Context: an optimization exercise on an open-source flow, tuned for small area, a short achievable clock period and few clock cycles. The choices shown serve that exercise and are no tape-out recipe.
Where RTL was checked, it was by simulation tests only, not by an equivalence proof against the original.
Power is estimated from default activity; no workload was simulated.

== alpha ==
## LBP
module LBP ( clk, reset, gray_addr, gray_req, gray_data, lbp_addr, lbp_write, lbp_data, finish);
Size in the first run: ~290 cells after synthesis, about 140 flip-flops, about 33 I/O pins, ~0.0038 mm² of cells after synthesis.
==> module LBP, before the edit <==
module LBP ( clk, reset, gray_addr, gray_req, gray_data, lbp_addr, lbp_write, lbp_data, finish);
input   	clk;
input   	reset;
output  [5:0] 	gray_addr;
output        	gray_req;
input   	[7:0] 	gray_data;
output reg [5:0] 	lbp_addr;
output reg 		lbp_write;
output reg [7:0] 	lbp_data;
output reg 	finish;
reg [5:0] cnt;
wire [2:0] r = cnt[5:3];
wire [2:0] c = cnt[2:0];
assign gray_addr = cnt;
assign gray_req  = 1'b1;
always @(posedge clk or posedge reset)
begin
	if (reset) begin
		cnt <= 6'd0;
		finish <= 1'b0;
	end else begin
		cnt <= cnt + 6'd1;
		if (cnt == 6'd63) finish <= 1'b1;
	end
end
always @(posedge clk)
begin
	lbp_write <= !finish && (r >= 3'd2) && (c >= 3'd2);
end
reg [7:0] s1, s2, s3, s4, s5, s6, s7, s8, s9;
wire [7:0] n = gray_data;     
wire [7:0] a = s9;            
wire [7:0] b = s8;            
wire [7:0] cc = s7;           
wire [7:0] d = s1;            
always @(posedge clk)
begin
	s1 <= n; s2 <= s1; s3 <= s2; s4 <= s3; s5 <= s4;
	s6 <= s5; s7 <= s6; s8 <= s7; s9 <= s8;
end
reg [3:0] l0_1, l0_2, l0_3, l0_4, l0_5, l0_6, l0_7, l0_8, l0_9;
reg [7:0] l4;
reg [1:0] l5;
reg       l6;
function [1:0] cmp;   
	input [7:0] x, y;
	reg [7:0] g, p;
	reg [3:0] g2, p2;
	reg [1:0] g4, p4;
	begin
		g = x & ~y;
		p = x | ~y;
		g2 = {g[7] | p[7] & g[6], g[5] | p[5] & g[4], g[3] | p[3] & g[2], g[1] | p[1] & g[0]};
		p2 = {g[7] | p[7] & p[6], g[5] | p[5] & p[4], g[3] | p[3] & p[2], g[1] | p[1] & p[0]};
		g4 = {g2[3] | p2[3] & g2[2], g2[1] | p2[1] & g2[0]};
		p4 = {g2[3] | p2[3] & p2[2], g2[1] | p2[1] & p2[0]};
		cmp = {g4[1] | p4[1] & g4[0], g4[1] | p4[1] & p4[0]};
	end
endfunction
wire [1:0] ca = cmp(a, n), cb = cmp(b, n), cc2 = cmp(cc, n), cd = cmp(d, n);
wire a_ge = ca[0], n_ge_a = ~ca[1];
wire b_ge = cb[0], n_ge_b = ~cb[1];
wire c_ge = cc2[0], n_ge_c = ~cc2[1];
wire d_ge = cd[0], n_ge_d = ~cd[1];
always @(posedge clk)
begin
	l0_1 <= {d_ge, c_ge, b_ge, a_ge};
	l0_2 <= l0_1; l0_3 <= l0_2; l0_4 <= l0_3; l0_5 <= l0_4;
	l0_6 <= l0_5; l0_7 <= l0_6; l0_8 <= l0_7; l0_9 <= l0_8;
	l4 <= {l4[6:0], n_ge_d};
	l5 <= {l5[0], n_ge_c};
	l6 <= n_ge_b;
	lbp_data <= {n_ge_a, l6, l5[1], l4[7], l0_9};
	lbp_addr <= {r - 3'd1, c - 3'd1};
end
endmodule
Settings: LEC_CHECK=0, CAP_MARGIN=20, CORE_MARGIN=2, CORE_UTILIZATION=55, CTS_BUF_LIST=sky130_fd_sc_hd__clkbuf_8 sky130_fd_sc_hd__clkbuf_4, CTS_CLUSTER_DIAMETER=100, CTS_CLUSTER_SIZE=40, SETUP_SLACK_MARGIN=2.3, SLEW_MARGIN=20; clock period 4.0 ns.
standard.sh (not shown) runs the stock make flow with config.mk's settings and CLKGATE_MAP_FILE= SYNTH_SCRIPT=/design/flow/synth_recipe.tcl, a recipe that flattens the netlist after the stock synthesis.
==> flow/flow/run.sh <==
#!/bin/bash
# The standard layout, with plain buf_2 cells as the port buffers instead of
# the slow delay cells buffer_ports picks by default.
set -euo pipefail
export BUFFER_PORTS_ARGS="-buffer_cell sky130_fd_sc_hd__buf_2"
bash standard.sh > standard.log 2>&1
Having completed the whole flow, alpha delivered a layout that passed the timing, design-rule and antenna checks.
Testbench counts of alpha, summed over its fixed seeds: cycles 4,160.
Changes in beta relative to alpha:
==> flow/design.v, changed modules only <==
module LBP ( clk, reset, gray_addr, gray_req, gray_data, lbp_addr, lbp_write, lbp_data, finish);
input   	clk;
input   	reset;
output  [5:0] 	gray_addr;
output        	gray_req;
input   	[7:0] 	gray_data;
output reg [5:0] 	lbp_addr;
output reg 		lbp_write;
output reg [7:0] 	lbp_data;
output reg 	finish;
reg [5:0] cnt;
wire [2:0] r = cnt[5:3];
wire [2:0] c = cnt[2:0];
assign gray_addr = cnt;
assign gray_req  = 1'b1;
always @(posedge clk or posedge reset)
begin
	if (reset) begin
		cnt <= 6'd0;
		finish <= 1'b0;
	end else begin
		cnt <= cnt + 6'd1;
		if (cnt == 6'd63) finish <= 1'b1;
	end
end
always @(posedge clk)
begin
	lbp_write <= !finish && (r >= 3'd2) && (c >= 3'd2);
end
reg [7:0] s1, s2, s3, s4, s5, s6, s7, s8, s9;
wire [7:0] n = gray_data;     
wire [7:0] a = s9;            
wire [7:0] b = s8;            
wire [7:0] cc = s7;           
wire [7:0] d = s1;            
always @(posedge clk)
begin
	s1 <= n; s2 <= s1; s3 <= s2; s4 <= s3; s5 <= s4;
	s6 <= s5; s7 <= s6; s8 <= s7; s9 <= s8;
end
reg [3:0] l0_1, l0_2, l0_3, l0_4, l0_5, l0_6, l0_7, l0_8, l0_9;
reg [1:0] l5;
reg       l6;
function [1:0] cmp;   
	input [7:0] x, y;
	reg [7:0] g, p;
	reg [3:0] g2, p2;
	reg [1:0] g4, p4;
	begin
		g = x & ~y;
		p = x | ~y;
		g2 = {g[7] | p[7] & g[6], g[5] | p[5] & g[4], g[3] | p[3] & g[2], g[1] | p[1] & g[0]};
		p2 = {g[7] | p[7] & p[6], g[5] | p[5] & p[4], g[3] | p[3] & p[2], g[1] | p[1] & p[0]};
		g4 = {g2[3] | p2[3] & g2[2], g2[1] | p2[1] & g2[0]};
		p4 = {g2[3] | p2[3] & p2[2], g2[1] | p2[1] & p2[0]};
		cmp = {g4[1] | p4[1] & g4[0], g4[1] | p4[1] & p4[0]};
	end
endfunction
wire [1:0] ca = cmp(a, n), cb = cmp(b, n), cc2 = cmp(cc, n), cd = cmp(d, n), cba = cmp(b, a);
wire a_ge = ca[0], n_ge_a = ~ca[1];
wire b_ge = cb[0], n_ge_b = ~cb[1];
wire c_ge = cc2[0], n_ge_c = ~cc2[1];
wire d_ge = cd[0];
wire b_ge_a = cba[0];
always @(posedge clk)
begin
	l0_1 <= {d_ge, c_ge, b_ge, a_ge};
	l0_2 <= l0_1; l0_3 <= l0_2; l0_4 <= l0_3; l0_5 <= l0_4;
	l0_6 <= l0_5; l0_7 <= l0_6; l0_8 <= l0_7; l0_9 <= l0_8;
	l5 <= {l5[0], n_ge_c};
	l6 <= n_ge_b;
	lbp_data <= {n_ge_a, l6, l5[1], b_ge_a, l0_9};
	lbp_addr <= {r - 3'd1, c - 3'd1};
end
endmodule
==> comparison <==
Looking at quantity of gates resized following cts, beta sits 8 higher than alpha does.
Taking alpha as the reference point, the share of synthesized cell area in and, or, nand and nor gates of beta falls by 2.2 points.
Compared with alpha, beta shows a higher first-pass GRT wire length.
When the final numbers for alpha and beta were put side by side, the worst ir drop on vdd turned out to be smaller in alpha.
Total power ends up lower on beta.
In the tables for alpha and beta, via count reads lower with beta.
Post-layout instance area in beta is about 0.75% below alpha.
Testbench counts of beta, summed over its fixed seeds: cycles 4,160.

* * *

The RTL this note starts from:
==> flow/design.v <==
`timescale 1ns/10ps
module LBP ( clk, reset, gray_addr, gray_req, gray_data, lbp_addr, lbp_write, lbp_data, finish);
input   	clk;
input   	reset;
output  [5:0] 	gray_addr;
output        	gray_req;
input   	[7:0] 	gray_data;
output reg [5:0] 	lbp_addr;
output reg 		lbp_write;
output reg [7:0] 	lbp_data;
output reg 	finish;
reg [5:0] cnt;
wire [2:0] r = cnt[5:3];
wire [2:0] c = cnt[2:0];
assign gray_addr = cnt;
assign gray_req  = 1'b1;
always @(posedge clk or posedge reset)
begin
	if (reset) begin
		cnt <= 6'd0;
		finish <= 1'b0;
	end else begin
		cnt <= cnt + 6'd1;
		if (cnt == 6'd63) finish <= 1'b1;
	end
end
always @(posedge clk)
begin
	lbp_write <= !finish && (r >= 3'd2) && (c >= 3'd2);
end
reg [7:0] s1, s2, s3, s4, s5, s6, s7, s8, s9;
wire [7:0] n = gray_data;     
wire [7:0] a = ~s9;           
wire [7:0] b = ~s8;           
wire [7:0] cc = ~s7;          
wire [7:0] d = ~s1;           
always @(posedge clk)
begin
	s1 <= ~n; s2 <= s1; s3 <= s2; s4 <= s3; s5 <= s4;
	s6 <= s5; s7 <= s6; s8 <= s7; s9 <= s8;
end
reg [3:0] l0_1, l0_2, l0_3, l0_4, l0_5, l0_6, l0_7, l0_8, l0_9;
reg [1:0] l5;
reg       l6;
function [1:0] cmp;   
	input [7:0] x, y;
	reg [7:0] g, p;
	reg [3:0] g2, p2;
	reg [1:0] g4, p4;
	begin
		g = x & ~y;
		p = x | ~y;
		g2 = {g[7] | p[7] & g[6], g[5] | p[5] & g[4], g[3] | p[3] & g[2], g[1] | p[1] & g[0]};
		p2 = {g[7] | p[7] & p[6], g[5] | p[5] & p[4], g[3] | p[3] & p[2], g[1] | p[1] & p[0]};
		g4 = {g2[3] | p2[3] & g2[2], g2[1] | p2[1] & g2[0]};
		p4 = {g2[3] | p2[3] & p2[2], g2[1] | p2[1] & p2[0]};
		cmp = {g4[1] | p4[1] & g4[0], g4[1] | p4[1] & p4[0]};
	end
endfunction
wire [1:0] ca = cmp(a, n), cb = cmp(b, n), cc2 = cmp(cc, n), cd = cmp(d, n), cba = cmp(b, a);
wire a_ge = ca[0], n_ge_a = ~ca[1];
wire b_ge = cb[0], n_ge_b = ~cb[1];
wire c_ge = cc2[0], n_ge_c = ~cc2[1];
wire d_ge = cd[0];
wire b_ge_a = cba[0];
always @(posedge clk)
begin
	l0_1 <= {d_ge, c_ge, b_ge, a_ge};
	l0_2 <= l0_1; l0_3 <= l0_2; l0_4 <= l0_3; l0_5 <= l0_4;
	l0_6 <= l0_5; l0_7 <= l0_6; l0_8 <= l0_7; l0_9 <= l0_8;
	l5 <= {l5[0], n_ge_c};
	l6 <= n_ge_b;
	lbp_data <= {n_ge_a, l6, l5[1], b_ge_a, l0_9};
	lbp_addr <= {r - 3'd1, c - 3'd1};
end
endmodule
Settings: LEC_CHECK=0, CAP_MARGIN=20, CORE_MARGIN=2, CORE_UTILIZATION=55, CTS_BUF_LIST=sky130_fd_sc_hd__clkbuf_8 sky130_fd_sc_hd__clkbuf_4, CTS_CLUSTER_DIAMETER=100, CTS_CLUSTER_SIZE=40, SETUP_SLACK_MARGIN=2.3, SLEW_MARGIN=20; clock period 4.0 ns.
==> flow/flow/run.sh <==
#!/bin/bash
# The standard layout, with plain buf_2 cells as the port buffers and a
# clkbuf_16 root and clkbuf_4 leaves in the clock tree, without dummy loads.
set -euo pipefail
export BUFFER_PORTS_ARGS="-buffer_cell sky130_fd_sc_hd__buf_2"
export CTS_ARGS="-sink_clustering_enable -repair_clock_nets -sink_clustering_size 50 -sink_clustering_max_diameter 100 -buf_list {sky130_fd_sc_hd__clkbuf_4} -root_buf sky130_fd_sc_hd__clkbuf_16 -dont_use_dummy_load"
bash standard.sh > standard.log 2>&1
Testbench counts at the start, summed over its fixed seeds: cycles 4,160.
Rerun with:
--- a/flow/design.v
+++ b/flow/design.v
@@ -46,14 +46,16 @@
 	input [7:0] x, y;
 	reg [7:0] g, p;
-	reg [3:0] g2, p2;
-	reg [1:0] g4, p4;
+	reg gt, ge;
+	integer k;
 	begin
 		g = x & ~y;
 		p = x | ~y;
-		g2 = {g[7] | p[7] & g[6], g[5] | p[5] & g[4], g[3] | p[3] & g[2], g[1] | p[1] & g[0]};
-		p2 = {g[7] | p[7] & p[6], g[5] | p[5] & p[4], g[3] | p[3] & p[2], g[1] | p[1] & p[0]};
-		g4 = {g2[3] | p2[3] & g2[2], g2[1] | p2[1] & g2[0]};
-		p4 = {g2[3] | p2[3] & p2[2], g2[1] | p2[1] & p2[0]};
-		cmp = {g4[1] | p4[1] & g4[0], g4[1] | p4[1] & p4[0]};
+		gt = 1'b0;
+		ge = 1'b1;
+		for (k = 0; k < 8; k = k + 1) begin
+			gt = g[k] | p[k] & gt;
+			ge = g[k] | p[k] & ge;
+		end
+		cmp = {gt, ge};
 	end
 endfunction
Result: The new run produced a clean layout; total power rises by 0.64%; combinational power rises by about 10%; utilization rises by 0.68 points; final area rises by 0.49%; die area falls by 0.75%; routed wire length rises by 3.3%; fmax falls by 14%; sequential power stays flat; non-clock buffer count falls by 3; global-route usage falls by 0.23 points; hold slack gets better by 0.022 ns; clock-buffer cell count does not change; worst setup slack gets worse by 0.27 ns.
For the second run of this note, only the layout was checked, not whether the RTL still works.

* * *

## before
Starts from the design.v that is shown in full above.
export LEC_CHECK = 0
export CAP_MARGIN = 20
export CORE_MARGIN = 2
export CORE_UTILIZATION = 55
export CTS_BUF_LIST = sky130_fd_sc_hd__clkbuf_8 sky130_fd_sc_hd__clkbuf_4
export CTS_CLUSTER_DIAMETER = 100
export CTS_CLUSTER_SIZE = 40
export SETUP_SLACK_MARGIN = 2.3
export SLEW_MARGIN = 20
create_clock -name core_clock -period 4.0 [get_ports {clk}]
==> flow/flow/run.sh <==
#!/bin/bash
# The standard layout, with plain buf_2 cells as the port buffers and a
# clock tree without dummy loads.
set -euo pipefail
export BUFFER_PORTS_ARGS="-buffer_cell sky130_fd_sc_hd__buf_2"
export CTS_ARGS="-sink_clustering_enable -repair_clock_nets -sink_clustering_size 50 -sink_clustering_max_diameter 100 -buf_list {sky130_fd_sc_hd__clkbuf_8} -root_buf sky130_fd_sc_hd__clkbuf_16 -dont_use_dummy_load"
bash standard.sh > standard.log 2>&1
Testbench counts of before, summed over its fixed seeds: cycles 4,160.
Here is what was changed in the inputs of after compared with before.
diff --git a/flow/design.v b/flow/design.v
--- a/flow/design.v
+++ b/flow/design.v
@@ -27,19 +27,19 @@
 always @(posedge clk)
 begin
 	lbp_write <= !finish && (r >= 3'd2) && (c >= 3'd2);
 end
 reg [7:0] s1, s2, s3, s4, s5, s6, s7, s8, s9;
 wire [7:0] n = gray_data;     
-wire [7:0] a = ~s9;           
-wire [7:0] b = ~s8;           
-wire [7:0] cc = ~s7;          
-wire [7:0] d = ~s1;           
+wire [7:0] a = s9;            
+wire [7:0] b = s8;            
+wire [7:0] cc = s7;           
+wire [7:0] d = s1;            
 always @(posedge clk)
 begin
-	s1 <= ~n; s2 <= s1; s3 <= s2; s4 <= s3; s5 <= s4;
+	s1 <= n; s2 <= s1; s3 <= s2; s4 <= s3; s5 <= s4;
 	s6 <= s5; s7 <= s6; s8 <= s7; s9 <= s8;
 end
 reg [3:0] l0_1, l0_2, l0_3, l0_4, l0_5, l0_6, l0_7, l0_8, l0_9;
 reg [1:0] l5;
 reg       l6;
 function [1:0] cmp;   
[summary]
Compared with before, after shows cell area that has gone up by a few percent. Per the comparison of after with before, number of global-route vias before repair picked up an extra 29; count of antenna-violating nets left after detailed routing neither gained nor lost much; share of total power in combinational logic picked up an extra 1.2 points. Of before and after, after shows the higher leakage power summed over all cells, with before below it. after vs before on filler-free cell count of the finished design: after is the lower one. The buffering overhead of after exceeds that of before by 1.7 points. Met3 routed wirelength: after higher than before. Looking only at fraction of standard cell area that is sequential, and setting everything else aside, the lower value of before and after goes to after.
Testbench counts of after, summed over its fixed seeds: cycles 4,160.

* * *

the baseline:
RTL: the design.v shown in full above, as it stands there.
==> flow/config.mk <==
export PLATFORM = sky130hd
export DESIGN_NAME = LBP
export DESIGN_NICKNAME = LBP
export VERILOG_FILES = /design/flow/design.v
export SDC_FILE = /design/flow/constraint.sdc
export NUM_CORES = 4
export LEC_CHECK = 0
export CAP_MARGIN = 20
export CORE_MARGIN = 2
export CORE_UTILIZATION = 55
export CTS_BUF_LIST = sky130_fd_sc_hd__clkbuf_8 sky130_fd_sc_hd__clkbuf_4
export CTS_CLUSTER_DIAMETER = 100
export CTS_CLUSTER_SIZE = 40
export SETUP_SLACK_MARGIN = 2.3
export SLEW_MARGIN = 20
==> flow/constraint.sdc <==
create_clock -name core_clock -period 4.0 [get_ports {clk}]
set_input_delay 0.8000 -clock core_clock [delete_from_list [all_inputs] [get_ports {clk}]]
set_output_delay 0.8000 -clock core_clock [all_outputs]
set_load 0.01 [all_outputs]
==> flow/flow/run.sh <==
#!/bin/bash
# The standard layout, with plain buf_2 cells as the port buffers and a
# clock tree without dummy loads.
set -euo pipefail
export BUFFER_PORTS_ARGS="-buffer_cell sky130_fd_sc_hd__buf_2"
export CTS_ARGS="-sink_clustering_enable -repair_clock_nets -sink_clustering_size 50 -sink_clustering_max_diameter 100 -buf_list {sky130_fd_sc_hd__clkbuf_16 sky130_fd_sc_hd__clkbuf_8} -root_buf sky130_fd_sc_hd__clkbuf_16 -dont_use_dummy_load -sink_buffer_max_cap_derate 1.0"
bash standard.sh > standard.log 2>&1
Testbench counts of the baseline, summed over its fixed seeds: cycles 4,160.
For the candidate, these inputs were changed with respect to the baseline:
-- flow/design.v --
<<< the baseline, line 29
	lbp_write <= !finish && (r >= 3'd2) && (c >= 3'd2);
end
reg [7:0] s1, s2, s3, s4, s5, s6, s7, s8, s9;
wire [7:0] n = gray_data;     
wire [7:0] a = ~s9;           
wire [7:0] b = ~s8;           
wire [7:0] cc = ~s7;          
wire [7:0] d = ~s1;           
always @(posedge clk)
begin
	s1 <= ~n; s2 <= s1; s3 <= s2; s4 <= s3; s5 <= s4;
	s6 <= s5; s7 <= s6; s8 <= s7; s9 <= s8;
end
reg [3:0] l0_1, l0_2, l0_3, l0_4, l0_5, l0_6, l0_7, l0_8, l0_9;
reg [1:0] l5;
reg       l6;
>>> the candidate, line 29
	lbp_write <= !finish && (r >= 3'd2) && (c >= 3'd2);
end
reg [7:0] s1, s2, s3, s4, s5, s6, s7, s8, s9, s10;
wire [7:0] n = gray_data;     
wire [7:0] a = ~s9;           
wire [7:0] b = ~s8;           
wire [7:0] cc = ~s7;          
wire [7:0] e = ~s10;          
always @(posedge clk)
begin
	s1 <= ~n; s2 <= s1; s3 <= s2; s4 <= s3; s5 <= s4;
	s6 <= s5; s7 <= s6; s8 <= s7; s9 <= s8; s10 <= s9;
end
reg [2:0] l0_1, l0_2, l0_3, l0_4, l0_5, l0_6, l0_7, l0_8, l0_9;
reg [1:0] l5;
reg       l6;
<<< the baseline, line 58
	end
endfunction
wire [1:0] ca = cmp(a, n), cb = cmp(b, n), cc2 = cmp(cc, n), cd = cmp(d, n), cba = cmp(b, a);
wire a_ge = ca[0], n_ge_a = ~ca[1];
wire b_ge = cb[0], n_ge_b = ~cb[1];
wire c_ge = cc2[0], n_ge_c = ~cc2[1];
wire d_ge = cd[0];
wire b_ge_a = cba[0];
always @(posedge clk)
begin
	l0_1 <= {d_ge, c_ge, b_ge, a_ge};
	l0_2 <= l0_1; l0_3 <= l0_2; l0_4 <= l0_3; l0_5 <= l0_4;
	l0_6 <= l0_5; l0_7 <= l0_6; l0_8 <= l0_7; l0_9 <= l0_8;
	l5 <= {l5[0], n_ge_c};
	l6 <= n_ge_b;
	lbp_data <= {n_ge_a, l6, l5[1], b_ge_a, l0_9};
	lbp_addr <= {r - 3'd1, c - 3'd1};
end
>>> the candidate, line 58
	end
endfunction
wire [1:0] ca = cmp(a, n), cb = cmp(b, n), cc2 = cmp(cc, n), cea = cmp(e, a), cba = cmp(b, a);
wire a_ge = ca[0], n_ge_a = ~ca[1];
wire b_ge = cb[0], n_ge_b = ~cb[1];
wire c_ge = cc2[0], n_ge_c = ~cc2[1];
wire e_ge_a = cea[0];
wire b_ge_a = cba[0];
always @(posedge clk)
begin
	l0_1 <= {c_ge, b_ge, a_ge};
	l0_2 <= l0_1; l0_3 <= l0_2; l0_4 <= l0_3; l0_5 <= l0_4;
	l0_6 <= l0_5; l0_7 <= l0_6; l0_8 <= l0_7; l0_9 <= l0_8;
	l5 <= {l5[0], n_ge_c};
	l6 <= n_ge_b;
	lbp_data <= {n_ge_a, l6, l5[1], b_ge_a, e_ge_a, l0_9};
	lbp_addr <= {r - 3'd1, c - 3'd1};
end
Notes after the runs:
Status: share of the synthesized netlist area taken by xor and xnor gates parity (the baseline, the candidate)
Combinational logic power in the candidate is about 10% higher than in the baseline
On worst setup slack for register-to-register paths, the higher figure sits with the baseline, not the candidate.
The candidate vs. the baseline: clock latency on the worst-skew pair grew by 0.02 ns; final sum of negative setup slack held steady; overall power held steady; fraction of the mapped netlist area in compound gates shrank by 1.9 points.
Function not checked in the candidate: the RTL went through the layout flow alone.

## re-timing with driven ports
No port has a modelled driver above. Below, the same layouts with a new extraction and two added sets of constraints.
Step 1 (the two cells are an assumption about what drives the block):
set clk [get_ports {clk}]
set_driving_cell -lib_cell sky130_fd_sc_hd__clkbuf_16 $clk
set_driving_cell -lib_cell sky130_fd_sc_hd__buf_2 [delete_from_list [all_inputs] $clk]
Step 2 adds t to the input delays and takes it off the output delays; t is the mean of the earliest and latest rising clock arrival at the registers after step 1. Input paths then give back, and output paths get back, about the clock's delay inside the block.
Slacks: ideal / step 1 / step 2; pairs: ideal / step 1.
run	shift t [ns]	slack for setup (ns)	pins driven straight from the clock port
alpha	0.450	2.240 / 2.207 / 2.130	1
beta	0.448	2.234 / 2.206 / 1.771	1
the first run of note 2	0.356	2.330 / 2.294 / 1.996	1
the second run of note 2	0.361	2.062 / 2.063 / 1.702	1
before	0.371	2.314 / 2.276 / 1.987	1
after	0.376	2.173 / 2.143 / 1.767	1
the baseline	0.422	2.296 / 2.258 / 1.941	1
the candidate	0.432	2.278 / 2.244 / 1.919	1
After both steps every run listed still meets setup and hold. For beta, which loses most, drivers alone change the setup slack by -0.028 ns; drivers and shift together by -0.463 ns.
